Source: an optimization exercise on an open RTL-to-GDS flow (aim: small area, a short achievable clock period and few clock cycles per item). Production flows keep margins and buffers that such runs may drop.
Where RTL was checked, it was by simulation tests only, not by an equivalence proof against the original.
The RTL of runs 1 to 4 was laid out without a check of its function.
Power figures rest on the tool's default switching activity, not on a simulated workload.

`flow/flow/run.sh`:
```
#!/bin/bash
# Standard ORFS flow (the standard.sh) with two changes to how the layout
# is made: repair_timing is asked to leave a setup margin, so that it shortens
# the critical path well below the clock period, and the port buffers use a
# plain buffer cell instead of the delay cell buffer_ports picks by default.
set -uo pipefail
bash standard.sh SETUP_SLACK_MARGIN=12 "BUFFER_PORTS_ARGS=-buffer_cell sky130_fd_sc_hd__buf_2" finish > standard.log 2>&1
```
`flow/standard.sh`:
```
#!/bin/bash
# synth_recipe.tcl (not shown) runs the flow's synth.tcl, then flattens the netlist and writes it again
# the make line also repeats each setting of config.mk as NAME=value (left out here)
make -C /OpenROAD-flow-scripts/flow DESIGN_CONFIG=/design/flow/config.mk WORK_HOME=/design/flow/orfs CLKGATE_MAP_FILE= SYNTH_SCRIPT=/design/flow/synth_recipe.tcl "${@:-finish}"
```
`flow/config.mk`:
```
export PLATFORM = sky130hd
export DESIGN_NAME = fpadder
export DESIGN_NICKNAME = fpadder
export VERILOG_FILES = /design/flow/design.v
export SDC_FILE = /design/flow/constraint.sdc
export NUM_CORES = 4
export LEC_CHECK = 0
export ABC_AREA = 1
export CAP_MARGIN = 20
export CORE_MARGIN = 2
export CORE_UTILIZATION = 50
export SLEW_MARGIN = 20
```
`flow/constraint.sdc`:
```
create_clock -name core_clock -period 20.0 [get_ports {clock}]
set_input_delay 4.0000 -clock core_clock [delete_from_list [all_inputs] [get_ports {clock}]]
set_output_delay 4.0000 -clock core_clock [all_outputs]
set_load 0.01 [all_outputs]
```
`flow/design.v`:
```
module fpadder (output logic [31:0] sum, output logic ready,
                input logic [31:0] a, input logic clock, nreset);
    logic [1:0] state;
    always_ff @(posedge clock, negedge nreset)
        if (!nreset) state <= 2'b00;
        else         state <= {state[1] ^ state[0], state[1] | ~state[0]};
    assign ready = state[1] & state[0];
    logic load;
    assign load = state[1] & ~state[0];
    logic [31:0] n;
    always_ff @(posedge clock) n <= a;
    function automatic logic less(input logic [31:0] x, input logic [31:0] y);
        logic [31:0] g, p;
        g = ~x & y;
        p = ~x | y;
        for (int w = 1; w < 32; w = w * 2)
            for (int j = 0; j + w < 32; j += 2 * w) begin
                g[j + 2*w - 1] = g[j + 2*w - 1] | (p[j + 2*w - 1] & g[j + w - 1]);
                p[j + 2*w - 1] = p[j + 2*w - 1] & p[j + w - 1];
            end
        less = g[31];
    endfunction
    function automatic logic [4:0] lzc32(input logic [31:0] x);
        logic [15:0] z1, c1;
        logic [7:0]  z2;
        logic [7:0][1:0] c2;
        logic [3:0]  z3;
        logic [3:0][2:0] c3;
        logic [1:0]  z4;
        logic [1:0][3:0] c4;
        for (int i = 0; i < 16; i++) begin
            z1[i] = ~x[2*i+1] & ~x[2*i];
            c1[i] = ~x[2*i+1];
        end
        for (int i = 0; i < 8; i++) begin
            z2[i] = z1[2*i+1] & z1[2*i];
            c2[i] = z1[2*i+1] ? {1'b1, c1[2*i]} : {1'b0, c1[2*i+1]};
        end
        for (int i = 0; i < 4; i++) begin
            z3[i] = z2[2*i+1] & z2[2*i];
            c3[i] = z2[2*i+1] ? {1'b1, c2[2*i]} : {1'b0, c2[2*i+1]};
        end
        for (int i = 0; i < 2; i++) begin
            z4[i] = z3[2*i+1] & z3[2*i];
            c4[i] = z3[2*i+1] ? {1'b1, c3[2*i]} : {1'b0, c3[2*i+1]};
        end
        lzc32 = z4[1] ? {1'b1, c4[0]} : {1'b0, c4[1]};
    endfunction
    logic [7:0]  em, en;
    logic [22:0] fm, fn;
    logic        sm, sn;
    assign {sm, em, fm} = a;
    assign {sn, en, fn} = n;
    logic nan_m, nan_n, inf_m, inf_n, sg, ege, flip;
    logic [8:0]  dmn;
    logic [7:0]  dnm, d;
    logic [23:0] bg, sml, shifted;
    logic [24:0] s1;
    logic [25:0] sum26;
    logic        nan1, inf1, sign1;
    logic [7:0]  exp1;
    always_comb begin
        nan_m = (em == 8'hff) & (fm != 0);
        nan_n = (en == 8'hff) & (fn != 0);
        inf_m = (em == 8'hff) & (fm == 0);
        inf_n = (en == 8'hff) & (fn == 0);
        sg    = (sm == sn);
        dmn   = {1'b0, em} - {1'b0, en};
        dnm   = en - em;
        ege   = ~less({24'b0, em}, {24'b0, en});
        d     = ege ? dmn[7:0] : dnm;
        bg    = ege ? {1'b1, fm} : {1'b1, fn};
        sml   = ege ? {1'b1, fn} : {1'b1, fm};
        shifted = (d[7:5] != 0) ? 24'b0 : (sml >> d[4:0]);
        flip  = ~sg & (em == en) & (fm < fn);
        sum26 = {({1'b0, bg} ^ {25{flip}}), 1'b1} + {({1'b0, shifted} ^ {25{~sg & ~flip}}), ~sg};
        s1    = sum26[25:1];
        exp1  = ege ? em + 8'd1 : en + 8'd1;    
        sign1 = (ege & ~flip) ? sm : sn;
        nan1  = nan_m | nan_n;
        inf1  = (inf_m | inf_n) & ~(inf_m & inf_n & ~sg);
    end
    logic [24:0] s;
    logic [7:0]  e;      
    logic        sgn, nan, inf;
    always_ff @(posedge clock)
        if (load) begin
            s   <= s1;
            e   <= exp1;
            sgn <= sign1;
            nan <= nan1;
            inf <= inf1;
        end
    logic [4:0]  lz;
    logic [24:0] norm;
    logic [31:0] x0, x1, x2, x3, x4, x5;
    logic [7:0]  eo;
    logic        zero, ovf;
    always_comb begin
        lz   = lzc32({s, 7'b1000000});
        norm = s << lz;
        eo   = e - {3'b0, lz};
        zero = (s == 0) | (s[24] & (e == 8'h01) & (s[22:0] == 0));
        ovf  = s[24] & (e == 8'hff);
        if (nan)             sum = 32'h7fffffff;
        else if (inf | ovf)  sum = {sgn, 8'hff, 23'h0};
        else if (zero)       sum = 32'h0;
        else                 sum = {sgn, eo, norm[23:1]};
    end
endmodule
```
==> metrics.log, run 1 <==
[metrics] result of the run: finished clean
[metrics] Min-Delay Startpoint: state[1]
[metrics] utilization after layout: 58.42%
[metrics] xor/xnor share of the synthesized area: 7.339%
[metrics] root buffer selected by CTS: clkbuf_16
[metrics] area share of the largest cell type after synthesis: 17.62%
[metrics] Peak VDD IR: 46.42 µV
[metrics] number of maximum-capacitance constraint violations: 0
[metrics] Final setup viols: 0
[metrics] Reg-to-Reg End: s[18]
[metrics] number of iterations in the first detailed-routing pass: 5
[metrics] fraction of layout cells with a size suffix above 1: 15.19%
[metrics] cell repeated most along the worst path: nand2_1
[metrics] leakage power: 5.130 nW
[metrics] Die Y-Extent: 141.3 µm
[metrics] CTS clk-pin slew, worst paths: 0.06 ns
[metrics] library cell occupying the most area in the post-synthesis netlist: nand3_1
[metrics] share of synthesized cell area in full adder, half adder and majority cells: 10.54%
[metrics] mapped cell area: 9428 µm²
[metrics] maximum number of pins on one net before global-route repair: 44
[metrics] Commonest cells post-synth: nand2_1, nand3_1, inv_1
[metrics] required time reported for the critical path endpoint: 20.11 ns
[metrics] routability congestion estimate: 0.9462
[metrics] post-DP HPWL: 23190 µm
[metrics] synthesized-area fraction occupied by ao, oa, aoi and oai cells: 11.85%
[metrics] post-layout net count: 1666
[metrics] initial antenna violation count: 0
[metrics] count of input and output buffers: 66
[metrics] Die ar.: 19970 µm²
[metrics] post-synthesis to final-layout area growth: 15.14%
[metrics] TritonCTS Buffers: 9
[metrics] Critical Path Source Type: primary input
[metrics] Critical Path Sink Type: flip-flop
[metrics] cell types with the largest area share after synthesis: nand3_1, nand2_1, edfxtp_1, ha_1, dfxtp_1
[metrics] Wirelength per Cell: 17.47 µm
[metrics] number of nets produced by synthesis: 1606
[metrics] critical path startpoint: a[23]
[metrics] hold crit path type: reg2reg
[metrics] total routed wirelength: 31350 µm
[metrics] maximum level of the CTS H-tree: 3
[metrics] Hold Path Cell Cnt: 2
[metrics] DRC: 0
[metrics] portion of the post-synthesis area used by sequential elements: 18.79%
[metrics] number of top-level pins: 67
[metrics] FF-to-FF setup slack: 15.59 ns
[metrics] Clock Sink Count: 70
[metrics] number of global-route vias before repair: 9347
[metrics] worst-path fanout max: 5
[metrics] final number of max-transition violations: 0
[metrics] count of state elements after synthesis: 70
[metrics] total negative setup slack: 0 ns
[metrics] setup repair after global routing missed its margin: true
[metrics] most common flop cell mapped by yosys: edfxtp_1
[metrics] number of distinct standard cells referenced by the synthesized netlist: 50
[metrics] iteration-0 DRC count of the detailed router: 719
[metrics] share of synthesized cell area in and, or, nand and nor gates: 40.94%
[metrics] Worst Clk Skew: 0.01432 ns
[metrics] mux contribution to synthesized area: 0%
[metrics] slowest library cell on the worst path: fa_1
[metrics] final antenna diode count: 0
[metrics] slowest stage delay, CP: 0.42 ns
[metrics] average footprint of a synthesized cell: 6.306 µm²
[metrics] power density cells: 69.19 nW/µm²
[metrics] global-route wire length before repair: 49130 µm
[metrics] Worst-Skew Late Latency: 0.35 ns
[metrics] via count: 10300
[metrics] clock tree buffer depth: 2
[metrics] fin crit period: 7.753 ns
[metrics] Std-Cell Rows: 50
[metrics] starting density of the core: 50.74%
[metrics] final-report hold violation count: 0
[metrics] count leader, synth: nand2_1
[metrics] Die Width: 141.3 µm
[metrics] vias per inst: 5.739
[metrics] area of the core: 18580 µm²
[metrics] final critical-path share of the clock period: 38.77%
[metrics] arrival time reported for the critical path endpoint: 7.86 ns
[metrics] number of enable flip-flop cells after synthesis: 36
[metrics] residual antenna-violating net count after detailed routing: 0
[metrics] share of async-settable or async-resettable flops after synthesis: 2.857%
[metrics] Peak Freq: 129.0 MHz
[metrics] aggregate global routing overflow: 0
[metrics] number of warnings printed during yosys synthesis: 1
[metrics] startpoint-to-endpoint class of the critical path: in2reg
[metrics] global-route total usage across every layer: 30.95%
[metrics] length in cells of the worst reg-to-reg path: 34
[metrics] startpoint of the most critical register-to-register path: n[24]
[metrics] clock tree from TritonCTS: done
[metrics] post-synthesis cell count: 1495
[metrics] dominant combinational cell family by area after synthesis: simple AND/OR/NAND/NOR gates
[metrics] worst-case headroom to the max-slew limit: 34.61%
[metrics] worst-case hold path end point: state[1]
[metrics] Worst Max-Slew Pin Slew: 0.9798 ns
[metal layers]
| layer | vias up | wire length (µm) | track usage (%) |
|---|---|---|---|
| met5 | - | 0 | 0 |
| met4 | 0 | 1078 | 10.37 |
| met3 | 57 | 1885 | 4.455 |
| met2 | 361 | 14860 | 51.99 |
| met1 | 4696 | 13530 | 40.94 |
| li1 | 5182 | - | - |
[how the worst max path moves through the flow]
stage	depth (start not counted)	endpoint
final	30	s[18]
after global routing	27	s[21]
after CTS	30	s[23]
after detailed placement	27	s[21]
after global placement	30	s[21]
after floorplan	28	s[21]
[power breakdown]
group / internal (mW) / total [mW] / switching (mW)
sequential: 0.165 / 0.168 / 0.00231
combinational: 0.153 / 0.408 / 0.256
clock: 0.109 / 0.175 / 0.0663
[cell usage in the layout (no fill, tap or decap), drive strengths merged, types with 9 or more instances in the layout]
cell    instances
buf           109
nand3         335
clkbuf         10
xnor2           9
nand2         403
ha             73
nor2           55
nor3           16
dfxtp          32
a21oi          82
edfxtp         36
xor2           70
nor4           13
inv           154
o21ai          89
nand4          16
[stage by stage]
stage               hold WS [ns]  setup WS, ns  cells  instance area [µm²]  power [mW]
global route              0.6045         11.99   1794                10860      0.7979
detailed placement        0.5699         9.575   1737                 9709      0.5013
floorplan                 0.5293         12.21   1495                 9428      0.4301
CTS                       0.5789         11.99   1775                10510      0.7172
global placement          0.5570         9.699   1737                 9709      0.5006
finish                    0.5731         12.25   1794                10860      0.7511
[layout make-up]
type / count / area, µm²
Multi-Input combinational cell: 1206 / 7013
Clock buffer: 10 / 229.0
Clock inverter: 6 / 86.33
Fill cell: 1866 / 7725
Timing Repair Buffer: 113 / 859.6
Tap cell: 234 / 292.8
Sequential cell: 70 / 1772
Inverter: 155 / 603.1
[repair_timing]
action                     CTS  global route
cloned                       6             1
pin swaps                   13            20
hold buffers                 0             0
setup endpoints to repair   25            22
setup buffers               16            18
resized for setup           52            47
[cells by family after synthesis]
family | after synthesis
AND/OR/NAND/NOR | 844
XOR/XNOR | 79
AO/OA/AOI/OAI | 203
adder cells (fa/ha/maj) | 77
flip-flops | 70
buffers and inverters | 222
[flip-flops by register name, indices dropped and copies added (netlist names)]
register,count
n,32
nan,1
state,2
s,25
inf,1
sgn,1
e,8
[critical path: cells and delay by family]
| family | cells | cell delay (ns) |
|---|---|---|
| buf+inv | 7 | 0.81 |
| fa+ha+maj | 3 | 0.82 |
| simple gates | 14 | 1.34 |
| compound gates | 6 | 0.89 |
==> inputs of run 2 (changes only) <==
--- a/flow/flow/run.sh
+++ b/flow/flow/run.sh
@@ -5,3 +5,3 @@
 # plain buffer cell instead of the delay cell buffer_ports picks by default.
 set -uo pipefail
-bash standard.sh SETUP_SLACK_MARGIN=12 "BUFFER_PORTS_ARGS=-buffer_cell sky130_fd_sc_hd__buf_2" finish > standard.log 2>&1
+bash standard.sh SETUP_SLACK_MARGIN=11 "BUFFER_PORTS_ARGS=-buffer_cell sky130_fd_sc_hd__buf_2" finish > standard.log 2>&1
==> run 2 against run 1 <==
  * First-iteration DRC count is 3.3% lower
  * Still clean
  * Worst hold slack worse by 0.0035 ns
  * Power is 8.7% lower
  * Critical endpoint is now s[17]
  * Critical path depth is 5 lower
==> metrics.log, run 2 <==
[metrics] Worst Max-Slew Pin Slew: 0.9515 ns
[metrics] clock tree buffer depth: 2
[metrics] Die Width: 141.3 µm
[metrics] Commonest cells post-synth: nand2_1, nand3_1, inv_1
[metrics] number of iterations in the first detailed-routing pass: 7
[metrics] Worst-Skew Late Latency: 0.35 ns
[metrics] count of state elements after synthesis: 70
[metrics] grt met3 use: 2.767%
[metrics] slowest library cell on the worst path: fa_1
[metrics] post-layout net count: 1627
[metrics] final critical-path share of the clock period: 42.53%
[metrics] fin crit period: 8.505 ns
[metrics] number of distinct standard cells referenced by the synthesized netlist: 50
[metrics] number of global-route vias before repair: 9038
[metrics] hold crit path type: reg2reg
[metrics] placement-stage worst setup slack: 9.575 ns
[metrics] global routing met1 resource utilization: 40.67%
[metrics] Peak Freq: 117.6 MHz
[metrics] Buffers & Inverters on Critical Path: 4
[metrics] starting density of the core: 50.74%
[metrics] global-route total usage across every layer: 29.30%
[metrics] final antenna diode count: 0
[metrics] root buffer selected by CTS: clkbuf_16
[metrics] number of flip-flops under the largest register name: 32
[metrics] top cell family by delay on the critical path: compound AO/OA/AOI/OAI gates
[metrics] cell types with the largest area share after synthesis: nand3_1, nand2_1, edfxtp_1, ha_1, dfxtp_1
[metrics] number of top-level pins: 67
[metrics] power density cells: 67.81 nW/µm²
[metrics] arrival time reported for the critical path endpoint: 8.60 ns
[metrics] Die Y-Extent: 141.3 µm
[metrics] iteration-0 DRC count of the detailed router: 695
[metrics] worst-case setup margin in the final layout: 11.49 ns
[metrics] total routed wirelength: 29310 µm
[metrics] vias per inst: 5.636
[metrics] Critical Path Sink Type: flip-flop
[metrics] final-layout fill cell count: 1960
[metrics] Final setup viols: 0
[metrics] Die ar.: 19970 µm²
[metrics] Std-Cell Rows: 50
[metrics] most common cell after layout, fill and taps aside: nand2_1
[metrics] final number of max-transition violations: 0
[metrics] global route hottest layer: met2
[metrics] most common flop cell mapped by yosys: edfxtp_1
[metrics] fraction of layout cells with a size suffix above 1: 9.730%
[metrics] Peak VDD IR: 43.67 µV
[metrics] area of the core: 18580 µm²
[metrics] worst-case headroom to the max-slew limit: 36.50%
[metrics] count of input and output buffers: 66
[metrics] global-route wire length before repair: 46860 µm
[metrics] result of the run: finished clean
[metrics] Hold Worst Slack: 0.5697 ns
[metrics] library cell occupying the most area in the post-synthesis netlist: nand3_1
[metrics] post-DP HPWL: 23190 µm
[metrics] Critical Path Source Type: primary input
[metrics] portion of the post-synthesis area used by sequential elements: 18.79%
[metrics] maximum level of the CTS H-tree: 3
[metrics] Clock Sink Count: 70
[metrics] startpoint-to-endpoint class of the critical path: in2reg
[metrics] share of async-settable or async-resettable flops after synthesis: 2.857%
[metrics] Wirelength per Cell: 16.70 µm
[metrics] worst-path fanout max: 86
[metrics] count leader, synth: nand2_1
[metrics] number of maximum-capacitance constraint violations: 0
[metrics] CTS clk-pin slew, worst paths: 0.06 ns
[metrics] number of warnings printed during yosys synthesis: 1
[metrics] cell repeated most along the worst path: nand2_1
[metrics] commonest non-fill, non-tap cells in the layout: nand2_1, nand3_1, inv_1
[metrics] post-synthesis cell count: 1495
[metrics] leakage power: 4.836 nW
[metrics] Regs by FF count: n (32), s (25), e (8)
[metrics] total negative setup slack: 0 ns
[metrics] initial antenna violation count: 0
[metrics] mapped cell area: 9428 µm²
[metrics] maximum number of pins on one net before global-route repair: 86
[metrics] post-synthesis to final-layout area growth: 7.326%
[metrics] Worst Clk Skew: 0.01264 ns
[metrics] residual antenna-violating net count after detailed routing: 0
[metrics] TritonCTS Buffers: 9
[metrics] area share of the largest cell type after synthesis: 17.62%
[metrics] aggregate global routing overflow: 0
[metrics] required time reported for the critical path endpoint: 20.09 ns
[metrics] slowest stage delay, CP: 0.41 ns
[metrics] number of enable flip-flop cells after synthesis: 36
[metrics] via count: 9892
[metrics] setup repair after global routing missed its margin: true
[metrics] DRC: 0
[metrics] average footprint of a synthesized cell: 6.306 µm²
[metrics] register with the most flip-flops: n
[metrics] total power: 686.1 µW
[metrics] number of nets produced by synthesis: 1606
[metrics] clock tree from TritonCTS: done
[metrics] final-report hold violation count: 0
[metrics] met2 capacity usage during global routing: 48.42%
[metrics] routability congestion estimate: 0.9462
==> run 2: cell count changes in the layout (fill, tap and decap cells not counted), sizes merged <==
cell      delta
clkinvlp     -1
nor2         -1
bufbuf       -4
buf         -33
nand2        -1
inv          +1
==> run 2: area by class of cell <==
class | instances | area, µm² | area share (%)
sequential | 70 | 1772 | 17.51
tap | 234 | 292.8 | 2.894
inverter | 155 | 584.3 | 5.775
clock inverter | 6 | 86.33 | 0.8532
timing repair buffer | 76 | 437.9 | 4.328
multi-input combinational | 1204 | 6716 | 66.38
clock buffer | 10 | 229.0 | 2.263
==> run 2: kinds of logic (layout without fill, tap and decap cells) <==
| logic type | count (synthesis) | count (layout) | share of synthesized area [%] |
|---|---|---|---|
| XOR/XNOR | 79 | 79 | 7.339 |
| buffers and inverters | 222 | 247 | 10.54 |
| flip-flops | 70 | 70 | 18.79 |
| adder cells (fa/ha/maj) | 77 | 77 | 10.54 |
| AND/OR/NAND/NOR | 844 | 844 | 40.94 |
| AO/OA/AOI/OAI | 203 | 204 | 11.85 |
==> run 2: final timing paths <==
kind	start	endpoint	slack (ns)	cells after the start
min in group asynchronous	nreset	state[0]	3.43	1
min reg2reg	state[1]	state[1]	0.57	2
max	a[30]	s[17]	11.49	25
max reg2reg	n[30]	s[17]	14.84	25
max in group asynchronous	nreset	state[1]	16.47	1
min	state[1]	state[1]	0.57	2
==> run 2: power by group <==
part	internal [mW]	switching (mW)
sequential	0.165	0.00229
clock	0.109	0.0652
combinational	0.115	0.229
==> run 2: per-stage QoR <==
stage / area, µm² / util [%] / instances
after floorplan: 9428 / - / 1495
after CTS: 10050 / 54.11 / 1753
after global placement: 9709 / 52.26 / 1737
after detailed placement: 9709 / 52.26 / 1737
final: 10120 / 54.46 / 1755
after global routing: 10120 / 54.46 / 1755
==> run 2: repair_timing <==
item,in CTS,in global routing
resized for setup,9,11
cloned,0,1
hold buffers,0,0
setup buffers,0,1
hold endpoints to repair,0,0
pin swaps,0,2
endpoints found under the setup margin,20,17
==> run 2: worst min-delay path: stages (launching register included) <==
cell and delay [ns]:
dfrtp_1 0.37, ha_1 0.13, inv_1 0.03
==> run 2: layer usage <==
metal  up-vias  routed length [µm]
li1       5089                   -
met1      4507               13330
met2       254               13900
met3        42                1354
met4         0                 730
met5         -                   0
==> inputs of run 3 (changes only) <==
--- a/flow/config.mk
+++ b/flow/config.mk
@@ -6,5 +6,4 @@
 export NUM_CORES = 4
 export LEC_CHECK = 0
-export ABC_AREA = 1
 export CAP_MARGIN = 20
 export CORE_MARGIN = 2
==> run 3 against run 2 <==
  * Still clean
  * Utilization is 11 points higher
  * Maximum frequency down 5.4%
  * Register-to-register slack got worse by 0.69 ns
  * Critical endpoint is now s[22]
  * Largest power group unchanged
==> metrics.log, run 3 <==
[metrics] required time reported for the critical path endpoint: 20.10 ns
[metrics] count of state elements after synthesis: 70
[metrics] Worst-Skew Late Latency: 0.36 ns
[metrics] routability congestion estimate: 0.9487
[metrics] Critical Path Source Type: primary input
[metrics] mapped cell area: 9662 µm²
[metrics] post-layout net count: 1442
[metrics] combined area of the multi-input logic cells: 7920 µm²
[metrics] Final setup viols: 0
[metrics] length in cells of the worst reg-to-reg path: 27
[metrics] number of global-route vias before repair: 9458
[metrics] average footprint of a synthesized cell: 8.147 µm²
[metrics] Die Y-Extent: 143.0 µm
[metrics] hold buffer count at CTS: 0
[metrics] Worst Max-Slew Pin Slew: 0.8009 ns
[metrics] vias per inst: 6.485
[metrics] global-route total usage across every layer: 33.63%
[metrics] number of iterations in the first detailed-routing pass: 10
[metrics] Wirelength per Cell: 22.45 µm
[metrics] Peak VDD IR: 72.24 µV
[metrics] worst-case headroom to the max-slew limit: 45.93%
[metrics] area share of the largest cell type after synthesis: 11.19%
[metrics] most common cell after layout, fill and taps aside: nor2_1
[metrics] commonest non-fill, non-tap cells in the layout: nor2_1, buf_4, mux2i_1
[metrics] Peak Freq: 111.3 MHz
[metrics] portion of the post-synthesis area used by sequential elements: 18.34%
[metrics] flip-flop and latch area: 1772 µm²
[metrics] clock tree from TritonCTS: done
[metrics] final critical-path share of the clock period: 44.94%
[metrics] share of synthesized cell area in full adder, half adder and majority cells: 10.28%
[metrics] worst-path fanout max: 7
[metrics] number of distinct standard cells referenced by the synthesized netlist: 104
[metrics] number of nets produced by synthesis: 1297
[metrics] cell types with the largest area share after synthesis: edfxtp_1, ha_1, mux2i_1, dfxtp_1, xnor2_1
[metrics] maximum level of the CTS H-tree: 3
[metrics] post-DP HPWL: 24250 µm
[metrics] library cell occupying the most area in the post-synthesis netlist: edfxtp_1
[metrics] startpoint-to-endpoint class of the critical path: in2reg
[metrics] number of maximum-capacitance constraint violations: 0
[metrics] total routed wirelength: 35850 µm
[metrics] share of async-settable or async-resettable flops after synthesis: 2.857%
[metrics] power density cells: 71.94 nW/µm²
[metrics] root buffer selected by CTS: clkbuf_16
[metrics] hold crit path type: reg2reg
[metrics] register with the most flip-flops: n
[metrics] total negative setup slack: 0 ns
[metrics] Hold Worst Slack: 0.5661 ns
[metrics] count leader, synth: nor2_1
[metrics] final-layout fill cell count: 1627
[metrics] Reg-to-Reg End: s[22]
[metrics] final number of max-transition violations: 0
[metrics] final-report hold violation count: 0
[metrics] count of input and output buffers: 66
[metrics] via count: 10360
[metrics] fraction of layout cells with a size suffix above 1: 26.42%
[metrics] startpoint of the most critical register-to-register path: n[27]
[metrics] area of the core: 18830 µm²
[metrics] CTS clk-pin slew, worst paths: 0.07 ns
[metrics] Die ar.: 20450 µm²
[metrics] global-route wire length before repair: 53190 µm
[metrics] Clock Sink Count: 70
[metrics] number of enable flip-flop cells after synthesis: 36
[metrics] most common flop cell mapped by yosys: edfxtp_1
[metrics] share of synthesized cell area in and, or, nand and nor gates: 20.27%
[metrics] Commonest cells post-synth: nor2_1, mux2i_1, nand2_1
[metrics] dominant combinational cell family by area after synthesis: compound AO/OA/AOI/OAI gates
[metrics] leakage power: 4.940 nW
[metrics] Critical Path Sink Type: flip-flop
[metrics] critical path startpoint: a[26]
[metrics] Std-Cell Rows: 50
[metrics] mux contribution to synthesized area: 13.04%
[metrics] aggregate global routing overflow: 0
[metrics] residual antenna-violating net count after detailed routing: 0
[metrics] post-synthesis to final-layout area growth: 26.97%
[metrics] worst setup path endpoint: s[22]
[metrics] setup repair after global routing missed its margin: true
[metrics] Die Width: 143.0 µm
[metrics] DRC: 0
[metrics] xor/xnor share of the synthesized area: 8.418%
[metrics] initial antenna violation count: 1
[metrics] FF-to-FF setup slack: 14.15 ns
[metrics] iteration-0 DRC count of the detailed router: 1125
[metrics] starting density of the core: 51.31%
[metrics] Worst Clk Skew: 0.01311 ns
[metrics] number of warnings printed during yosys synthesis: 1
[metrics] maximum number of pins on one net before global-route repair: 37
[metrics] fin crit period: 8.987 ns
[metrics] synthesized-area fraction occupied by ao, oa, aoi and oai cells: 23.37%
[metrics] Regs by FF count: n (32), s (25), e (8)
[metrics] number of flip-flops under the largest register name: 32
[metrics] result of the run: finished clean
[metrics] arrival time reported for the critical path endpoint: 9.09 ns
[metrics] TritonCTS Buffers: 9
[metrics] number of top-level pins: 67
[metrics] clock tree buffer depth: 2
[metrics] post-synthesis cell count: 1186
[metrics] utilization after layout: 65.15%
## run 3: cell count changes in the layout (fill, tap and decap cells not counted), sizes merged, moves of 31 or more
cell   change
buf      +108
inv       -78
mux2i     +92
nand2    -325
nand3    -305
nor2      +52
o21ai     -31
xnor2     +55
xor2      -45
## run 3: final cells by class
cell class	instances	share of cell area [%]
clock inverter	7	0.6119
clock buffer	9	1.836
timing repair buffer	192	13.44
tap	260	2.652
timing repair inverter	1	0.04080
inverter	74	2.397
multi-input combinational	983	64.56
antenna	1	0.02040
sequential	70	14.44
## run 3: metal layers
| layer | vias to the layer above | wire length, µm | track usage [%] | part of all wire, % |
|---|---|---|---|---|
| met2 | 590 | 15910 | 53.97 | 44 |
| met1 | 4846 | 14760 | 44.61 | 41 |
| met4 | 0 | 1883 | 14.33 | 5.3 |
| met3 | 164 | 3294 | 5.734 | 9.2 |
| met5 | - | 0 | 0 | 0 |
| li1 | 4756 | - | - | - |
## run 3: kinds of logic after synthesis
| group | after synthesis |
|---|---|
| compound gates | 315 |
| xor+xnor | 89 |
| fa+ha+maj | 77 |
| buf+inv | 135 |
| flops | 70 |
| mux | 119 |
| simple gates | 381 |
## run 3: per-stage QoR
step                      instances  power [mW]  cell area, µm²  setup WS, ns
after floorplan                1186      0.4767            9698         11.01
after global placement         1472      0.5802           10190         9.115
after detailed placement       1473      0.5823           10200         9.216
after CTS                      1542      0.8268           11500         11.00
after global routing           1597      0.9264           12270         10.86
final                          1597      0.8826           12270         11.01
## run 3: critical path: stages
cell	delay, ns
buf_2	0.16
ha_1	0.26
nor2b_4	0.20
o21ba_4	0.24
o31ai_4	0.10
buf_6	0.13
buf_12	0.12
mux2i_4	0.19
buf_12	0.16
and4_1	0.18
a21o_1	0.18
mux2_4	0.27
mux2_4	0.28
o211a_1	0.22
xnor2_1	0.13
ha_1	0.33
buf_6	0.13
o211ai_1	0.26
o211ai_1	0.20
a311o_1	0.40
a21o_1	0.22
a211oi_4	0.27
nor3_2	0.08
a21o_1	0.17
a21oi_2	0.13
xnor2_1	0.08
## run 3: power by group
part / switching [mW] / internal [mW] / total (mW)
Combinational: 0.300 / 0.241 / 0.541
Clock: 0.0792 / 0.0887 / 0.168
Sequential: 0.00636 / 0.167 / 0.174
## run 3: worst min-delay path by stage
stage                   from  endpoint  slack (ns)  depth (start not counted)
global placement    state[1]  state[1]        0.55                          2
detailed placement  state[1]  state[1]        0.56                          2
floorplan           state[1]  state[1]        0.53                          2
finish              state[1]  state[1]        0.57                          2
global route        state[1]  state[1]        0.61                          2
CTS                 state[1]  state[1]        0.57                          2
## run 3: what timing repair did
| item | CTS | global route |
|---|---|---|
| endpoints found under the hold margin | 0 | 0 |
| cloned | 7 | 5 |
| buffers inserted | 46 | 49 |
| pin swaps | 28 | 39 |
| endpoints found under the setup margin | 22 | 8 |
| resized for setup | 94 | 76 |
==> inputs of run 4 (changes only) <==
==> flow/flow/run.sh (replaced) <==
#!/bin/bash
# Standard ORFS flow (the standard.sh, run unchanged) with these changes
# to how the layout is made, passed as make variables:
#  - ADDER_MAP_FILE= : synthesis leaves adders as plain gates for ABC to map
#    (no extraction into ripple chains of full/half adder cells);
#  - SETUP_SLACK_MARGIN : repair_timing is asked to leave a setup margin, so
#    it shortens the critical path well below the clock period;
#  - BUFFER_PORTS_ARGS : the port buffers use a plain buffer cell instead of
#    the delay cell that buffer_ports picks by default.
# All tool output goes to standard.log and ORFS's own logs under orfs/logs.
set -uo pipefail
bash standard.sh SETUP_SLACK_MARGIN=13 "BUFFER_PORTS_ARGS=-buffer_cell sky130_fd_sc_hd__buf_2" ADDER_MAP_FILE= finish > standard.log 2>&1
--- a/flow/config.mk
+++ b/flow/config.mk
@@ -6,4 +6,5 @@
 export NUM_CORES = 4
 export LEC_CHECK = 0
+export ABC_AREA = 1
 export CAP_MARGIN = 20
 export CORE_MARGIN = 2
==> run 4 against run 3 <==
  * The layout now fails its checks (max-capacitance violations, max-slew violations)
  * Maximum frequency rose by 21%
  * Die area grew 2.9%
  * Clock skew grew 0.0036 ns
  * Count of clock-buffer cells in the layout is the same
  * Critical endpoint is now sum[30]
  * Largest cell class unchanged
==> metrics.log, run 4 <==
[metrics] Critical Path Sink Type: primary output
[metrics] top cell family by delay on the critical path: simple AND/OR/NAND/NOR gates
[metrics] vias per inst: 6.086
[metrics] routability congestion estimate: 0.9628
[metrics] Worst Clk Skew: 0.01666 ns
[metrics] post-synthesis to final-layout area growth: 48.87%
[metrics] total negative setup slack: 0 ns
[metrics] total power: 916.2 µW
[metrics] maximum level of the CTS H-tree: 3
[metrics] count of input and output buffers: 66
[metrics] length in cells of the worst reg-to-reg path: 23
[metrics] area share of the largest cell type after synthesis: 22.68%
[metrics] root buffer selected by CTS: clkbuf_16
[metrics] Final setup viols: 0
[metrics] share of async-settable or async-resettable flops after synthesis: 2.857%
[metrics] average footprint of a synthesized cell: 5.505 µm²
[metrics] worst-case hold path end point: state[1]
[metrics] Cell Chain, Critical Path: nor2_2 -> inv_1 -> nor3_4 -> inv_1 -> o211ai_1 -> nand2_4 -> nand2_4 -> buf_12 -> or2_4 -> nand2_2 -> o21ai_2 -> inv_1 -> nor2_2 -> a21oi_2 -> or2_1 -> nand2_2 -> nand3_4 -> nand2_4 -> nor3_2 -> nand2_1 -> nand2_1 -> o21ai_1 -> buf_2
[metrics] most common cell after layout, fill and taps aside: nand2_1
[metrics] register with the most flip-flops: n
[metrics] starting density of the core: 51.11%
[metrics] CTS clk-pin slew, worst paths: 0.07 ns
[metrics] arrival time reported for the critical path endpoint: 3.40 ns
[metrics] flip-flop and latch area: 1772 µm²
[metrics] Hold Path Cell Cnt: 1
[metrics] Die Y-Extent: 145.0 µm
[metrics] final antenna diode count: 0
[metrics] worst-case headroom to the max-slew limit: -8.745%
[metrics] portion of the post-synthesis area used by sequential elements: 17.81%
[metrics] mapped cell area: 9947 µm²
[metrics] final number of max-transition violations: 5
[metrics] library cell occupying the most area in the post-synthesis netlist: nand2_1
[metrics] clock tree from TritonCTS: done
[metrics] most common flop cell mapped by yosys: edfxtp_1
[metrics] fraction of layout cells with a size suffix above 1: 36.99%
[metrics] number of maximum-capacitance constraint violations: 1
[metrics] number of distinct standard cells referenced by the synthesized netlist: 49
[metrics] Critical Path Source Type: flip-flop
[metrics] Clock Sink Count: 70
[metrics] number of nets produced by synthesis: 1841
[metrics] number of iterations in the first detailed-routing pass: 6
[metrics] portion of total power attributed to sequential cells: 18.2%
[metrics] count leader, synth: nand2_1
[metrics] iteration-0 DRC count of the detailed router: 1547
[metrics] hold crit path type: reg2reg
[metrics] Commonest cells post-synth: nand2_1, nand3_1, inv_1
[metrics] Worst-Skew Late Latency: 0.37 ns
[metrics] startpoint-to-endpoint class of the critical path: reg2out
[metrics] Buffers & Inverters on Critical Path: 5
[metrics] global-route wire length before repair: 59460 µm
[metrics] global-route total usage across every layer: 34.78%
[metrics] FF-to-FF setup slack: 16.18 ns
[metrics] Wirelength per Cell: 19.42 µm
[metrics] DRC: 0
[metrics] count of state elements after synthesis: 70
[metrics] final-report hold violation count: 0
[metrics] switching fraction of total power: 50.73%
[metrics] Die ar.: 21040 µm²
[metrics] aggregate global routing overflow: 0
[metrics] Peak Freq: 135.1 MHz
[metrics] net switching power: 464.8 µW
[metrics] Min-Delay Startpoint: state[1]
[metrics] Reg-to-Reg End: s[18]
[metrics] utilization after layout: 76.08%
[metrics] number of enable flip-flop cells after synthesis: 36
[metrics] worst-path fanout max: 6
[metrics] number of flip-flops under the largest register name: 32
[metrics] clock tree buffer depth: 2
[metrics] setup repair after global routing missed its margin: true
[metrics] leakage power: 6.994 nW
[metrics] Regs by FF count: n (32), s (25), e (8)
[metrics] residual antenna-violating net count after detailed routing: 0
[metrics] post-DP HPWL: 25890 µm
[metrics] number of global-route vias before repair: 11590
[metrics] post-layout net count: 2062
[metrics] Die Width: 145.0 µm
[metrics] Peak VDD IR: 52.93 µV
[metrics] Worst Max-Slew Pin Slew: 1.610 ns
[metrics] TritonCTS Buffers: 9
[metrics] initial antenna violation count: 0
[metrics] slowest stage delay, CP: 0.43 ns
[metrics] Std-Cell Rows: 51
[metrics] final critical-path share of the clock period: 37.00%
[metrics] commonest non-fill, non-tap cells in the layout: nand2_1, nand3_1, inv_1
[metrics] post-synthesis cell count: 1807
[metrics] area of the core: 19460 µm²
[metrics] via count: 13990
[metrics] combinational power share: 64.5%
[metrics] number of top-level pins: 67
[metrics] startpoint of the most critical register-to-register path: n[28]
[metrics] causes of the layout check failure: max-capacitance violations, max-slew violations
[metrics] total routed wirelength: 44630 µm
[metrics] slowest library cell on the worst path: edfxtp_1
[metrics] combined area of the multi-input logic cells: 9315 µm²
[metrics] cell types with the largest area share after synthesis: nand2_1, nand3_1, edfxtp_1, inv_1, o21ai_0
[metrics] result of the run: failed layout checks
[metrics] Clk network pwr share: 17.3%
[metrics] P_int: 451.4 µW
[metrics] final-layout fill cell count: 1518
[metrics] number of warnings printed during yosys synthesis: 1
[metrics] power density cells: 61.87 nW/µm²
[metrics] required time reported for the critical path endpoint: 16.00 ns
[metrics] maximum number of pins on one net before global-route repair: 53
[metrics] hold buffer count at CTS: 0
[metrics] fin crit period: 7.399 ns
==> run 4: worst register-to-register path, stage by stage (launching register included) <==
cell and delay, ns:
dfxtp_1 0.43, inv_2 0.06, nand2_2 0.12, nand2_2 0.10, nor2_4 0.14, nand3_4 0.21
nand2_8 0.19, clkinv_8 0.11, nand2_2 0.08, nand2_1 0.08, nand2_2 0.11, nand3_4 0.18
nor2_4 0.25, buf_12 0.17, nand3_1 0.10, nand2_1 0.11, nand3b_1 0.19, buf_4 0.21
nand2_1 0.08, nand2_1 0.10, o21bai_1 0.26, nor2_1 0.11, nand4_1 0.10, nand2_1 0.07
==> run 4: metrics by stage <==
step	instance area, µm²	hold slack (ns)	std cells	setup slack (ns)
after global placement	10300	0.4799	2080	10.69
after CTS	11840	0.4975	2170	12.66
after floorplan	9947	0.4604	1807	13.21
after detailed placement	10300	0.4883	2080	10.64
after global routing	14810	0.5279	2298	12.37
final	14810	0.4939	2298	12.60
==> run 4: per-layer routing <==
| layer | global-route usage, % | wire [µm] | vias to the layer above |
|---|---|---|---|
| li1 | - | - | 6381 |
| met1 | 46.48 | 16890 | 6424 |
| met2 | 56.55 | 20240 | 906 |
| met3 | 5.723 | 4872 | 274 |
| met4 | 12.82 | 2632 | 0 |
| met5 | 0 | 0 | - |
==> run 4: how the worst max path moves through the flow <==
| stage | depth (start not counted) | slack [ns] | from | endpoint |
|---|---|---|---|---|
| floorplan | 18 | 13.21 | s[24] | sum[13] |
| global placement | 26 | 10.69 | a[27] | s[23] |
| detailed placement | 28 | 10.64 | a[28] | s[23] |
| CTS | 24 | 12.66 | s[16] | sum[30] |
| global route | 23 | 12.37 | s[7] | sum[30] |
| finish | 23 | 12.60 | s[7] | sum[30] |
==> run 4: logic make-up (layout without fill, tap and decap cells) <==
kind of cell	after synthesis	after routing	synth area share (%)
AO/OA/AOI/OAI	215	218	11.76
XOR/XNOR	54	54	4.755
buffers and inverters	291	497	12.18
flip-flops	70	70	17.81
multiplexers	3	3	0.3019
AND/OR/NAND/NOR	1174	1191	53.19
==> run 4: cell type report <==
type / count / area share, %
Sequential cell: 70 / 11.96
Clock buffer: 9 / 1.521
Clock inverter: 7 / 0.3549
Timing Repair Buffer: 249 / 14.53
Timing Repair inverter: 5 / 0.2535
Inverter: 227 / 6.227
Tap cell: 265 / 2.239
Multi-Input combinational cell: 1466 / 62.91
==> run 4: repair_timing <==
item,in CTS,in global routing
gates resized for setup,150,515
hold endpoints to repair,0,0
setup endpoints to repair,59,55
buffers inserted,54,115
pin swaps,38,166
gates cloned,20,13
==> run 4: power groups by stage <==
| stage | Sequential [mW] | Combinational (mW) | Clock (mW) |
|---|---|---|---|
| after floorplan | 0.168 | 0.287 | 0 |
| after global placement | 0.170 | 0.366 | 0 |
| after detailed placement | 0.169 | 0.367 | 0 |
| after CTS | 0.166 | 0.410 | 0.161 |
| after global routing | 0.167 | 0.625 | 0.164 |
| final | 0.167 | 0.591 | 0.159 |
==> inputs of run 5 (changes only) <==
--- a/flow/design.v
+++ b/flow/design.v
@@ -47,4 +47,17 @@
         lzc32 = z4[1] ? {1'b1, c4[0]} : {1'b0, c4[1]};
     endfunction
+    function automatic logic [24:0] add25(input logic [24:0] x, input logic [24:0] y, input logic ci);
+        logic [25:0] g, p, h;
+        g = {x & y, ci};
+        p = {x | y, 1'b0};
+        h = {x ^ y, 1'b0};
+        for (int k = 0; k < 5; k++)
+            for (int i = 0; i < 26; i++)
+                if ((i >> k) & 1) begin
+                    g[i] = g[i] | (p[i] & g[((i >> k) << k) - 1]);
+                    p[i] = p[i] & p[((i >> k) << k) - 1];
+                end
+        add25 = h[25:1] ^ g[24:0];
+    endfunction
     logic [7:0]  em, en;
     logic [22:0] fm, fn;
@@ -57,5 +70,4 @@
     logic [23:0] bg, sml, shifted;
     logic [24:0] s1;
-    logic [25:0] sum26;
     logic        nan1, inf1, sign1;
     logic [7:0]  exp1;
@@ -74,6 +86,5 @@
         shifted = (d[7:5] != 0) ? 24'b0 : (sml >> d[4:0]);
         flip  = ~sg & (em == en) & (fm < fn);
-        sum26 = {({1'b0, bg} ^ {25{flip}}), 1'b1} + {({1'b0, shifted} ^ {25{~sg & ~flip}}), ~sg};
-        s1    = sum26[25:1];
+        s1    = add25({1'b0, bg} ^ {25{flip}}, {1'b0, shifted} ^ {25{~sg & ~flip}}, ~sg);
         exp1  = ege ? em + 8'd1 : en + 8'd1;    
         sign1 = (ege & ~flip) ? sm : sn;
@@ -99,5 +110,11 @@
     always_comb begin
         lz   = lzc32({s, 7'b1000000});
-        norm = s << lz;
+        x0 = {s, 7'b0};
+        x1 = lz[4] ? {x0[15:0], 16'b0} : x0;
+        x2 = lz[3] ? {x1[23:0], 8'b0} : x1;
+        x3 = lz[2] ? {x2[27:0], 4'b0} : x2;
+        x4 = lz[1] ? {x3[29:0], 2'b0} : x3;
+        x5 = lz[0] ? {x4[30:0], 1'b0} : x4;
+        norm = x5[31:7];
         eo   = e - {3'b0, lz};
         zero = (s == 0) | (s[24] & (e == 8'h01) & (s[22:0] == 0));
==> run 5 against run 4 <==
  * Now clean on timing, DRC and antenna
  * Synthesized cell count fell by 16%
  * Register-to-register slack gained 0.13 ns
  * Maximum frequency rose by 0.51%
  * Sequential cell count is the same
==> metrics.log, run 5 <==
[metrics] final-layout fill cell count: 1491
[metrics] portion of the post-synthesis area used by sequential elements: 20.23%
[metrics] post-layout net count: 1706
[metrics] root buffer selected by CTS: clkbuf_16
[metrics] most common flop cell mapped by yosys: edfxtp_1
[metrics] via count: 11060
[metrics] aggregate global routing overflow: 0
[metrics] clock tree buffer depth: 2
[metrics] library cell occupying the most area in the post-synthesis netlist: nand2_1
[metrics] Critical Path Source Type: flip-flop
[metrics] commonest non-fill, non-tap cells in the layout: nand2_1, nand3_1, inv_1
[metrics] global-route total usage across every layer: 32.24%
[metrics] most common cell after layout, fill and taps aside: nand2_1
[metrics] routability congestion estimate: 0.9031
[metrics] flip-flop and latch area: 1772 µm²
[metrics] number of maximum-capacitance constraint violations: 0
[metrics] post-synthesis cell count: 1524
[metrics] TritonCTS Buffers: 9
[metrics] count of state elements after synthesis: 70
[metrics] non-filler cells in the finished layout: 1902
[metrics] hold crit path type: reg2reg
[metrics] critical path startpoint: s[21]
[metrics] area share of the largest cell type after synthesis: 20.10%
[metrics] initial antenna violation count: 0
[metrics] global-route wire length before repair: 47310 µm
[metrics] Peak Freq: 135.8 MHz
[metrics] final antenna diode count: 0
[metrics] number of enable flip-flop cells after synthesis: 36
[metrics] Final setup viols: 0
[metrics] Die Width: 136.3 µm
[metrics] utilization after layout: 69.68%
[metrics] portion of total power attributed to sequential cells: 21.7%
[metrics] iteration-0 DRC count of the detailed router: 863
[metrics] Die Y-Extent: 136.3 µm
[metrics] Min-Delay Startpoint: state[1]
[metrics] startpoint of the most critical register-to-register path: n[23]
[metrics] Clk network pwr share: 21.1%
[metrics] slowest stage delay, CP: 0.41 ns
[metrics] total routed wirelength: 32810 µm
[metrics] cell types with the largest area share after synthesis: nand2_1, nand3_1, edfxtp_1, o21ai_0, dfxtp_1
[metrics] residual antenna-violating net count after detailed routing: 0
[metrics] number of global-route vias before repair: 9543
[metrics] number of nets produced by synthesis: 1558
[metrics] count leader, synth: nand2_1
[metrics] cell repeated most along the worst path: nand2_2
[metrics] count of input and output buffers: 66
[metrics] power density cells: 64.54 nW/µm²
[metrics] Critical Path Sink Type: primary output
[metrics] Worst Max-Slew Pin Slew: 0.9249 ns
[metrics] final-report hold violation count: 0
[metrics] DRC: 0
[metrics] number of flip-flops under the largest register name: 32
[metrics] Worst Clk Skew: 0.01894 ns
[metrics] post-DP HPWL: 20600 µm
[metrics] number of iterations in the first detailed-routing pass: 6
[metrics] maximum level of the CTS H-tree: 3
[metrics] final critical-path share of the clock period: 36.81%
[metrics] number of warnings printed during yosys synthesis: 1
[metrics] area of the core: 17240 µm²
[metrics] vias per inst: 5.815
[metrics] average footprint of a synthesized cell: 5.746 µm²
[metrics] P_int: 412.0 µW
[metrics] setup repair after global routing missed its margin: true
[metrics] Clock Sink Count: 70
[metrics] starting density of the core: 50.81%
[metrics] Hold Worst Slack: 0.5002 ns
[metrics] switching fraction of total power: 46.85%
[metrics] share of async-settable or async-resettable flops after synthesis: 2.857%
[metrics] Commonest cells post-synth: nand2_1, nand3_1, inv_1
[metrics] post-placement cell count: 1760
[metrics] mapped cell area: 8757 µm²
[metrics] number of distinct standard cells referenced by the synthesized netlist: 55
[metrics] final number of max-transition violations: 0
[metrics] worst-case headroom to the max-slew limit: 38.19%
[metrics] Regs by FF count: n (32), s (25), e (8)
[metrics] combined area of the multi-input logic cells: 7470 µm²
[metrics] maximum number of pins on one net before global-route repair: 46
[metrics] CTS clk-pin slew, worst paths: 0.08 ns
[metrics] Peak VDD IR: 47.44 µV
[metrics] post-synthesis to final-layout area growth: 37.15%
[metrics] Die ar.: 18590 µm²
[metrics] fraction of layout cells with a size suffix above 1: 29.93%
[metrics] Std-Cell Rows: 48
[metrics] number of top-level pins: 67
[metrics] required time reported for the critical path endpoint: 16.00 ns
[metrics] hold buffer count at CTS: 0
[metrics] slowest library cell on the worst path: edfxtp_1
[metrics] arrival time reported for the critical path endpoint: 3.36 ns
[metrics] FF-to-FF setup slack: 16.31 ns
[metrics] total negative setup slack: 0 ns
[metrics] register with the most flip-flops: n
[metrics] Worst-Skew Late Latency: 0.36 ns
[metrics] Wirelength per Cell: 17.25 µm
[metrics] combinational power share: 57.2%
[metrics] startpoint-to-endpoint class of the critical path: reg2out
[metrics] clock tree from TritonCTS: done
[metrics] worst-path fanout max: 4
[metrics] leakage power: 5.510 nW
[metrics] net switching power: 363.2 µW
[metrics] fin crit period: 7.362 ns
[metrics] result of the run: finished clean
[run 5: cell types whose count changed after synthesis, sizes merged, moves of 5 or more]
| cell | change |
|---|---|
| nand2 | -129 |
| o21ai | +6 |
| nand3 | -88 |
| o22ai | +9 |
| nor2 | -24 |
| o21bai | -5 |
| nand4 | -19 |
| xor2 | +6 |
| inv | -59 |
| clkbuf | -6 |
| xnor2 | +6 |
[run 5: path summary, 6_finish.rpt]
check                                end  depth (start not counted)
max in group asynchronous       state[1]                          1
worst max-delay path             sum[30]                         25
worst min register to register  state[1]                          1
worst min-delay path            state[1]                          1
worst max register to register      s[8]                         22
min in group asynchronous       state[0]                          1
[run 5: stage by stage]
stage / setup slack (ns) / instance area [µm²] / power, mW
6_report: 12.64 / 12010 / 0.7752
5_1_grt: 12.45 / 12010 / 0.8226
4_1_cts: 12.75 / 10390 / 0.6828
3_5_place_dp: 11.11 / 9082 / 0.4821
3_3_place_gp: 11.31 / 9082 / 0.4788
2_1_floorplan: 13.15 / 8757 / 0.4253
[run 5: final cells by class]
class	instances	share of cell area [%]
Sequential cell	70	14.75
Timing Repair Buffer	172	11.74
Tap cell	225	2.344
Inverter	168	6.063
Multi-Input combinational cell	1244	62.19
Clock inverter	7	0.5521
Clock buffer	9	1.875
Timing Repair inverter	7	0.4792
[run 5: power by group through the flow]
stage          sequential [mW]  combinational (mW)  clock [mW]
4_1_cts                  0.167               0.350       0.165
3_5_place_dp             0.171               0.311           0
5_1_grt                  0.168               0.482       0.172
6_report                 0.168               0.443       0.164
3_3_place_gp             0.171               0.308           0
2_1_floorplan            0.170               0.256           0
[run 5: cell families after synthesis]
logic type               after synthesis  share of synthesized area, %
adder cells (fa/ha/maj)                2                        0.2286
flip-flops                            70                         20.23
XOR/XNOR                              66                         6.601
AO/OA/AOI/OAI                        236                         14.62
AND/OR/NAND/NOR                      922                         47.11
buffers and inverters                224                         10.76
multiplexers                           4                        0.4572
[run 5: metal layers]
layer | part of all wire (%) | global-route usage (%) | up-vias
met1 | 39 | 38.37 | 4996
met4 | 7.2 | 16.90 | 0
met2 | 47 | 55.25 | 530
li1 | - | - | 5366
met5 | 0 | 0 | -
met3 | 7.1 | 5.742 | 169
[run 5: repair_timing]
action / 4_1_cts / 5_1_grt
pin swaps: 38 / 103
gates cloned: 17 / 6
buffers inserted: 51 / 52
resized for setup: 124 / 304
setup endpoints to repair: 56 / 50
[run 5: critical path, delay by kind of cell, from the launching register on]
family / cells / cell delay, ns
AND/OR/NAND/NOR: 16 / 1.63
AO/OA/AOI/OAI: 3 / 0.44
buffers and inverters: 6 / 0.51
flip-flops: 1 / 0.41
Testbench counts of run 5, summed over its fixed seeds: cycles 9,600, items 3,200.
==> inputs of run 6 (changes only) <==
--- a/flow/flow/run.sh
+++ b/flow/flow/run.sh
@@ -10,3 +10,3 @@
 # All tool output goes to standard.log and ORFS's own logs under orfs/logs.
 set -uo pipefail
-bash standard.sh SETUP_SLACK_MARGIN=13 "BUFFER_PORTS_ARGS=-buffer_cell sky130_fd_sc_hd__buf_2" ADDER_MAP_FILE= finish > standard.log 2>&1
+bash standard.sh SETUP_SLACK_MARGIN=11.5 "BUFFER_PORTS_ARGS=-buffer_cell sky130_fd_sc_hd__buf_2" ADDER_MAP_FILE= finish > standard.log 2>&1
==> run 6 against run 5 <==
  * Sequential share of layout area grew 4.0 points
  * Combinational power decreased by 28%
  * Sequential cell count unchanged
  * Worst hold slack is essentially flat
  * Global-route usage is 4.2 points lower
  * Die area unchanged
  * Sequential power is essentially flat
  * Area after synthesis unchanged
  * Power decreased by 17%
  * Maximum frequency decreased by 8.4%
  * Clock power barely moved
  * Critical path type unchanged
==> metrics.log, run 6 <==
[metrics] result of the run: finished clean
[metrics] Buffers & Inverters on Critical Path: 6
[metrics] Peak VDD IR: 42.88 µV
[metrics] post-placement cell count: 1760
[metrics] required time reported for the critical path endpoint: 16.00 ns
[metrics] post-DP HPWL: 20600 µm
[metrics] final antenna diode count: 0
[metrics] clock tree buffer depth: 2
[metrics] slowest library cell on the worst path: edfxtp_1
[metrics] number of warnings printed during yosys synthesis: 1
[metrics] area of the core: 17240 µm²
[metrics] cell repeated most along the worst path: nand2_1
[metrics] total routed wirelength: 25940 µm
[metrics] Die ar.: 18590 µm²
[metrics] number of nets produced by synthesis: 1558
[metrics] starting density of the core: 50.81%
[metrics] clock tree from TritonCTS: done
[metrics] Wirelength per Cell: 14.56 µm
[metrics] Clock Sink Count: 70
[metrics] Worst Max-Slew Pin Slew: 1.029 ns
[metrics] post-synthesis cell count: 1524
[metrics] Hold Worst Slack: 0.5001 ns
[metrics] placement-stage worst setup slack: 11.11 ns
[metrics] cell types with the largest area share after synthesis: nand2_1, nand3_1, edfxtp_1, o21ai_0, dfxtp_1
[metrics] number of global-route vias before repair: 8545
[metrics] global-route total usage across every layer: 28.07%
[metrics] number of enable flip-flop cells after synthesis: 36
[metrics] post-synthesis to final-layout area growth: 8.087%
[metrics] register with the most flip-flops: n
[metrics] most common flop cell mapped by yosys: edfxtp_1
[metrics] global-route wire length before repair: 41770 µm
[metrics] mapped cell area: 8757 µm²
[metrics] Regs by FF count: n (32), s (25), e (8)
[metrics] startpoint-to-endpoint class of the critical path: reg2out
[metrics] final-layout fill cell count: 1871
[metrics] average footprint of a synthesized cell: 5.746 µm²
[metrics] maximum level of the CTS H-tree: 3
[metrics] number of top-level pins: 67
[metrics] top cell family by delay on the critical path: simple AND/OR/NAND/NOR gates
[metrics] Peak Freq: 124.4 MHz
[metrics] Commonest cells post-synth: nand2_1, nand3_1, inv_1
[metrics] setup repair after global routing missed its margin: true
[metrics] commonest non-fill, non-tap cells in the layout: nand2_1, nand3_1, inv_1
[metrics] final critical-path share of the clock period: 40.20%
[metrics] power density cells: 68.34 nW/µm²
[metrics] count of state elements after synthesis: 70
[metrics] iteration-0 DRC count of the detailed router: 690
[metrics] maximum number of pins on one net before global-route repair: 92
[metrics] Final setup viols: 0
[metrics] Critical Path Sink Type: primary output
[metrics] root buffer selected by CTS: clkbuf_16
[metrics] number of iterations in the first detailed-routing pass: 6
[metrics] TritonCTS Buffers: 9
[metrics] most common cell after layout, fill and taps aside: nand2_1
[metrics] fraction of layout cells with a size suffix above 1: 10.80%
[metrics] portion of the post-synthesis area used by sequential elements: 20.23%
[metrics] number of flip-flops under the largest register name: 32
[metrics] total negative setup slack: 0 ns
[metrics] Worst Clk Skew: 0.01956 ns
[metrics] final number of max-transition violations: 0
[metrics] CTS clk-pin slew, worst paths: 0.08 ns
[metrics] number of maximum-capacitance constraint violations: 0
[metrics] Die Width: 136.3 µm
[metrics] initial antenna violation count: 0
[metrics] utilization after layout: 54.91%
[metrics] final-report hold violation count: 0
[metrics] leakage power: 4.544 nW
[metrics] worst-case headroom to the max-slew limit: 31.17%
[metrics] worst-case setup margin in the final layout: 11.96 ns
[metrics] non-filler cells in the finished layout: 1781
[metrics] worst-path fanout max: 23
[metrics] Critical Path Source Type: flip-flop
[metrics] fin crit period: 8.041 ns
[metrics] arrival time reported for the critical path endpoint: 4.04 ns
[metrics] count of input and output buffers: 66
[metrics] library cell occupying the most area in the post-synthesis netlist: nand2_1
[metrics] area share of the largest cell type after synthesis: 20.10%
[metrics] via count: 9813
[metrics] hold crit path type: reg2reg
[metrics] Die Y-Extent: 136.3 µm
[metrics] slowest stage delay, CP: 0.41 ns
[metrics] number of distinct standard cells referenced by the synthesized netlist: 55
[metrics] DRC: 0
[metrics] vias per inst: 5.510
[metrics] aggregate global routing overflow: 0
[metrics] residual antenna-violating net count after detailed routing: 0
[metrics] Std-Cell Rows: 48
[metrics] count leader, synth: nand2_1
[metrics] post-layout net count: 1585
[metrics] routability congestion estimate: 0.9031
[metrics] Worst-Skew Late Latency: 0.36 ns
[metrics] share of async-settable or async-resettable flops after synthesis: 2.857%
[run 6: changes by cell type in the layout (fill, tap and decap cells not counted), moves of 19 or more]
| cell | before | now |
|---|---|---|
| buf_4 | 78 | 3 |
| nand2_1 | 404 | 466 |
| o21ai_0 | 77 | 137 |
| nand3_1 | 182 | 241 |
| nand3_2 | 57 | 3 |
| o21ai_1 | 48 | 9 |
| nand2_2 | 53 | 15 |
| nand2_4 | 37 | 11 |
| nor2_1 | 88 | 107 |
[run 6: cell type report]
type / instances / area (µm²) / share of cell area, %
Sequential cell: 70 / 1772 / 18.72
Inverter: 168 / 648.1 / 6.847
Clock buffer: 9 / 225.2 / 2.379
Clock inverter: 7 / 66.31 / 0.7006
Timing Repair inverter: 1 / 5.005 / 0.05288
Tap cell: 225 / 281.5 / 2.974
Timing Repair Buffer: 69 / 352.8 / 3.728
Multi-Input combinational cell: 1232 / 6115 / 64.60
[run 6: where the power goes]
group / switching [mW] / internal (mW)
clock network: 0.0741 / 0.0880
logic: 0.215 / 0.102
registers: 0.00402 / 0.164
total: 0.293 / 0.354
[run 6: kinds of logic after synthesis]
| logic type | count (synthesis) | share of synthesized area (%) |
|---|---|---|
| fa+ha+maj | 2 | 0.2286 |
| buf+inv | 224 | 10.76 |
| xor+xnor | 66 | 6.601 |
| simple gates | 922 | 47.11 |
| compound gates | 236 | 14.62 |
| flops | 70 | 20.23 |
| mux | 4 | 0.4572 |
[run 6: worst paths after layout]
path	cells past startpoint	startpoint	end	slack, ns
min in group asynchronous	1	nreset	state[0]	3.40
max reg2reg	22	n[23]	s[21]	15.49
min	1	state[1]	state[1]	0.50
max	25	s[22]	sum[30]	11.96
min reg2reg	1	state[1]	state[1]	0.50
max in group asynchronous	1	nreset	state[1]	16.50
[run 6: repair_timing]
item                                    in CTS  in global routing
cloned                                       0                  3
pin swaps                                    0                  2
endpoints found under the setup margin      30                 18
hold buffers                                 0                  0
buffers inserted                             0                  2
gates resized for setup                      6                  7
[run 6: worst reg2reg max path, stage by stage (launching register included)]
cell	delay (ns)
dfxtp_1	0.33
inv_1	0.09
nand2_1	0.13
inv_1	0.09
nor2_2	0.08
buf_4	0.34
clkinvlp_4	0.39
nor4_2	0.36
nand2_2	0.51
nand2_4	0.49
inv_2	0.23
nand2_1	0.14
nand3_1	0.12
a21oi_1	0.21
nand2_2	0.11
nand2_2	0.09
nand2_4	0.08
nand2_2	0.10
nand2_4	0.09
nand2_1	0.10
nand2_1	0.06
nand2_1	0.06
nand2_1	0.05
[run 6: through the flow]
step	total power, mW	instance area, µm²
2_1_floorplan	0.4253	8757
3_3_place_gp	0.4788	9082
3_5_place_dp	0.4821	9082
4_1_cts	0.6454	9394
5_1_grt	0.6991	9465
6_report	0.6469	9465
[run 6: per-layer routing]
layer / GRT usage, % / routed length (µm)
met1: 36.54 / 11780
met2: 48.16 / 12140
met3: 3.878 / 1294
met4: 8.449 / 725
met5: 0 / 0
==> inputs of run 7 (changes only) <==
--- a/flow/flow/run.sh
+++ b/flow/flow/run.sh
@@ -10,3 +10,3 @@
 # All tool output goes to standard.log and ORFS's own logs under orfs/logs.
 set -uo pipefail
-bash standard.sh SETUP_SLACK_MARGIN=11.5 "BUFFER_PORTS_ARGS=-buffer_cell sky130_fd_sc_hd__buf_2" ADDER_MAP_FILE= finish > standard.log 2>&1
+bash standard.sh SETUP_SLACK_MARGIN=12 "BUFFER_PORTS_ARGS=-buffer_cell sky130_fd_sc_hd__buf_2" ADDER_MAP_FILE= finish > standard.log 2>&1
==> run 7 against run 6 <==
  * Non-clock buffer count increased by 18
  * Global-route usage increased by 0.14 points
  * Sequential share of layout area decreased by 0.45 points
  * Cell count increased by 1.3%
  * Critical endpoint unchanged
  * Highest routed layer unchanged
==> metrics.log, run 7 <==
[metrics] number of warnings printed during yosys synthesis: 1
[metrics] number of top-level pins: 67
[metrics] Critical Path Sink Type: primary output
[metrics] number of nets produced by synthesis: 1558
[metrics] Critical Path Source Type: flip-flop
[metrics] commonest non-fill, non-tap cells in the layout: nand2_1, nand3_1, inv_1
[metrics] setup repair after global routing missed its margin: false
[metrics] power density cells: 67.60 nW/µm²
[metrics] arrival time reported for the critical path endpoint: 3.69 ns
[metrics] slowest library cell on the worst path: edfxtp_1
[metrics] Peak Freq: 130.0 MHz
[metrics] Peak VDD IR: 42.87 µV
[metrics] starting density of the core: 50.81%
[metrics] TritonCTS Buffers: 9
[metrics] post-DP HPWL: 20600 µm
[metrics] number of global-route vias before repair: 8603
[metrics] Wirelength per Cell: 15.11 µm
[metrics] iteration-0 DRC count of the detailed router: 803
[metrics] routability congestion estimate: 0.9031
[metrics] Buffers & Inverters on Critical Path: 7
[metrics] fin crit period: 7.694 ns
[metrics] residual antenna-violating net count after detailed routing: 0
[metrics] hold buffer count at CTS: 0
[metrics] via count: 9921
[metrics] portion of the post-synthesis area used by sequential elements: 20.23%
[metrics] mapped cell area: 8757 µm²
[metrics] final antenna diode count: 0
[metrics] Clock Sink Count: 70
[metrics] leakage power: 4.658 nW
[metrics] worst-path fanout max: 8
[metrics] clock tree from TritonCTS: done
[metrics] Die Y-Extent: 136.3 µm
[metrics] Commonest cells post-synth: nand2_1, nand3_1, inv_1
[metrics] post-synthesis to final-layout area growth: 10.77%
[metrics] total negative setup slack: 0 ns
[metrics] post-placement cell count: 1760
[metrics] final-report hold violation count: 0
[metrics] aggregate global routing overflow: 0
[metrics] vias per inst: 5.496
[metrics] area of the core: 17240 µm²
[metrics] startpoint-to-endpoint class of the critical path: reg2out
[metrics] root buffer selected by CTS: clkbuf_16
[metrics] Die Width: 136.3 µm
[metrics] placement-stage worst setup slack: 11.11 ns
[metrics] Final setup viols: 0
[metrics] count leader, synth: nand2_1
[metrics] final number of max-transition violations: 0
[metrics] total power: 655.8 µW
[metrics] average footprint of a synthesized cell: 5.746 µm²
[metrics] required time reported for the critical path endpoint: 16.00 ns
[metrics] share of async-settable or async-resettable flops after synthesis: 2.857%
[metrics] maximum level of the CTS H-tree: 3
[metrics] most common cell after layout, fill and taps aside: nand2_1
[metrics] worst-case headroom to the max-slew limit: 29.51%
[metrics] Std-Cell Rows: 48
[metrics] number of iterations in the first detailed-routing pass: 6
[metrics] number of enable flip-flop cells after synthesis: 36
[metrics] area share of the largest cell type after synthesis: 20.10%
[metrics] Die ar.: 18590 µm²
[metrics] Worst Max-Slew Pin Slew: 1.053 ns
[metrics] most common flop cell mapped by yosys: edfxtp_1
[metrics] fraction of layout cells with a size suffix above 1: 12.28%
[metrics] register with the most flip-flops: n
[metrics] final critical-path share of the clock period: 38.47%
[metrics] Worst-Skew Late Latency: 0.36 ns
[metrics] worst-case setup margin in the final layout: 12.31 ns
[metrics] result of the run: finished clean
[metrics] DRC: 0
[metrics] global-route total usage across every layer: 28.22%
[metrics] count of input and output buffers: 66
[metrics] hold crit path type: reg2reg
[metrics] global-route wire length before repair: 41970 µm
[metrics] total routed wirelength: 27270 µm
[metrics] number of flip-flops under the largest register name: 32
[metrics] Regs by FF count: n (32), s (25), e (8)
[metrics] number of distinct standard cells referenced by the synthesized netlist: 55
[metrics] post-layout net count: 1609
[metrics] Cell Chain, Critical Path: nor2_1 -> inv_1 -> nor3_1 -> inv_1 -> nor2_4 -> clkinvlp_4 -> buf_4 -> a21oi_1 -> inv_1 -> or2_2 -> nand3_1 -> nand2_1 -> nand3_1 -> nand2_1 -> nor2_1 -> nand2_1 -> inv_1 -> nand2_1 -> nand2_1 -> o21ai_1 -> buf_2
[metrics] CTS clk-pin slew, worst paths: 0.07 ns
[metrics] cell types with the largest area share after synthesis: nand2_1, nand3_1, edfxtp_1, o21ai_0, dfxtp_1
[metrics] initial antenna violation count: 0
[metrics] cell repeated most along the worst path: nand2_1
[metrics] slowest stage delay, CP: 0.41 ns
[metrics] clock tree buffer depth: 2
[metrics] top cell family by delay on the critical path: simple AND/OR/NAND/NOR gates
[metrics] post-synthesis cell count: 1524
[metrics] Worst Clk Skew: 0.01905 ns
[metrics] library cell occupying the most area in the post-synthesis netlist: nand2_1
[metrics] count of state elements after synthesis: 70
[metrics] number of maximum-capacitance constraint violations: 0
[metrics] non-filler cells in the finished layout: 1805
[metrics] maximum number of pins on one net before global-route repair: 92
==> run 7: cell counts after synthesis <==
No cell type changed its count.
==> run 7: layout make-up <==
cell class | count | area [µm²]
multi-input cells | 1238 | 6205
clock buffers | 9 | 225.2
flip-flops and latches | 70 | 1772
inverters | 168 | 658.1
well taps | 225 | 281.5
repair buffers | 87 | 488.0
repair inverters | 1 | 5.005
fillers | 1849 | 7536
clock inverters | 7 | 66.31
==> run 7: through the flow <==
step	hold slack, ns	utilization (%)	instance area [µm²]
finish	0.5001	56.28	9701
global route	0.5217	56.28	9701
CTS	0.5084	54.75	9438
detailed placement	0.4952	52.69	9082
global placement	0.4774	52.69	9082
floorplan	0.4604	-	8757
==> run 7: routing by layer <==
metal | vias up | global-route usage [%] | part of all wire (%)
met2 | 289 | 48.16 | 48
met1 | 4445 | 36.47 | 44
met3 | 48 | 3.990 | 5.3
met5 | - | 0 | 0
li1 | 5139 | - | -
met4 | 0 | 9.491 | 2.9
==> run 7: worst paths after layout <==
path / slack (ns) / startpoint / to / depth (start not counted)
setup / recovery: 12.31 / s[22] / sum[30] / 21
min in group asynchronous: 3.41 / nreset / state[0] / 1
hold / removal: 0.50 / state[1] / state[1] / 1
max in group asynchronous: 16.50 / nreset / state[1] / 1
hold reg to reg: 0.50 / state[1] / state[1] / 1
setup reg to reg: 15.78 / n[27] / s[21] / 25
==> run 7: logic make-up (layout without fill, tap and decap cells) <==
family,Yosys count,count (layout),synth area share (%)
simple gates,922,930,47.11
compound gates,236,236,14.62
buf+inv,224,272,10.76
flops,70,70,20.23
xor+xnor,66,66,6.601
mux,4,4,0.4572
fa+ha+maj,2,2,0.2286
==> run 7: report_power, final <==
group,switching [mW],internal [mW]
Clock,0.0750,0.0880
Sequential,0.00403,0.164
Combinational,0.220,0.106
==> run 7: timing repair <==
item	CTS	global route
pin swaps	1	9
setup endpoints to repair	45	33
resized for setup	12	16
cloned	1	8
buffers inserted	1	19

-- afterwards: timing with drivers on the ports --
In the flow no input, the clock included, has a driving cell. The finished layouts below were timed again as built, in two steps. Step 1 assumes that a clkbuf_16 drives the clock port and a buf_2 every other input. Step 2 adds t to the input delays and takes it off the output delays; t is the mean of the earliest and latest rising clock arrival at the registers after step 1. Input paths then give back, and output paths get back, about the clock's delay inside the block. Slacks: no drivers / after step 1 / after step 2; pairs: no drivers / after step 1.
run	shift t [ns]	slack for setup (ns)	worst setup path at the end	slew at the worst register clock pin (ns)
run 1	0.396	12.247 / 12.246 / 11.882	input to register	0.06 / 0.06
run 2	0.392	11.495 / 11.524 / 11.132	input to register	0.06 / 0.06
run 3	0.398	11.013 / 11.015 / 10.617	input to register	0.08 / 0.08
run 4	0.414	12.601 / 12.549 / 12.450	input to register	0.07 / 0.07
run 5	0.397	12.638 / 12.594 / 12.618	input to register	0.08 / 0.08
run 6	0.397	11.959 / 11.914 / 11.726	input to register	0.08 / 0.08
run 7	0.396	12.306 / 12.262 / 12.018	input to register	0.07 / 0.07
The setup slack of run 3, which loses most, moves by +0.002 ns with the drivers and by -0.396 ns with both steps.
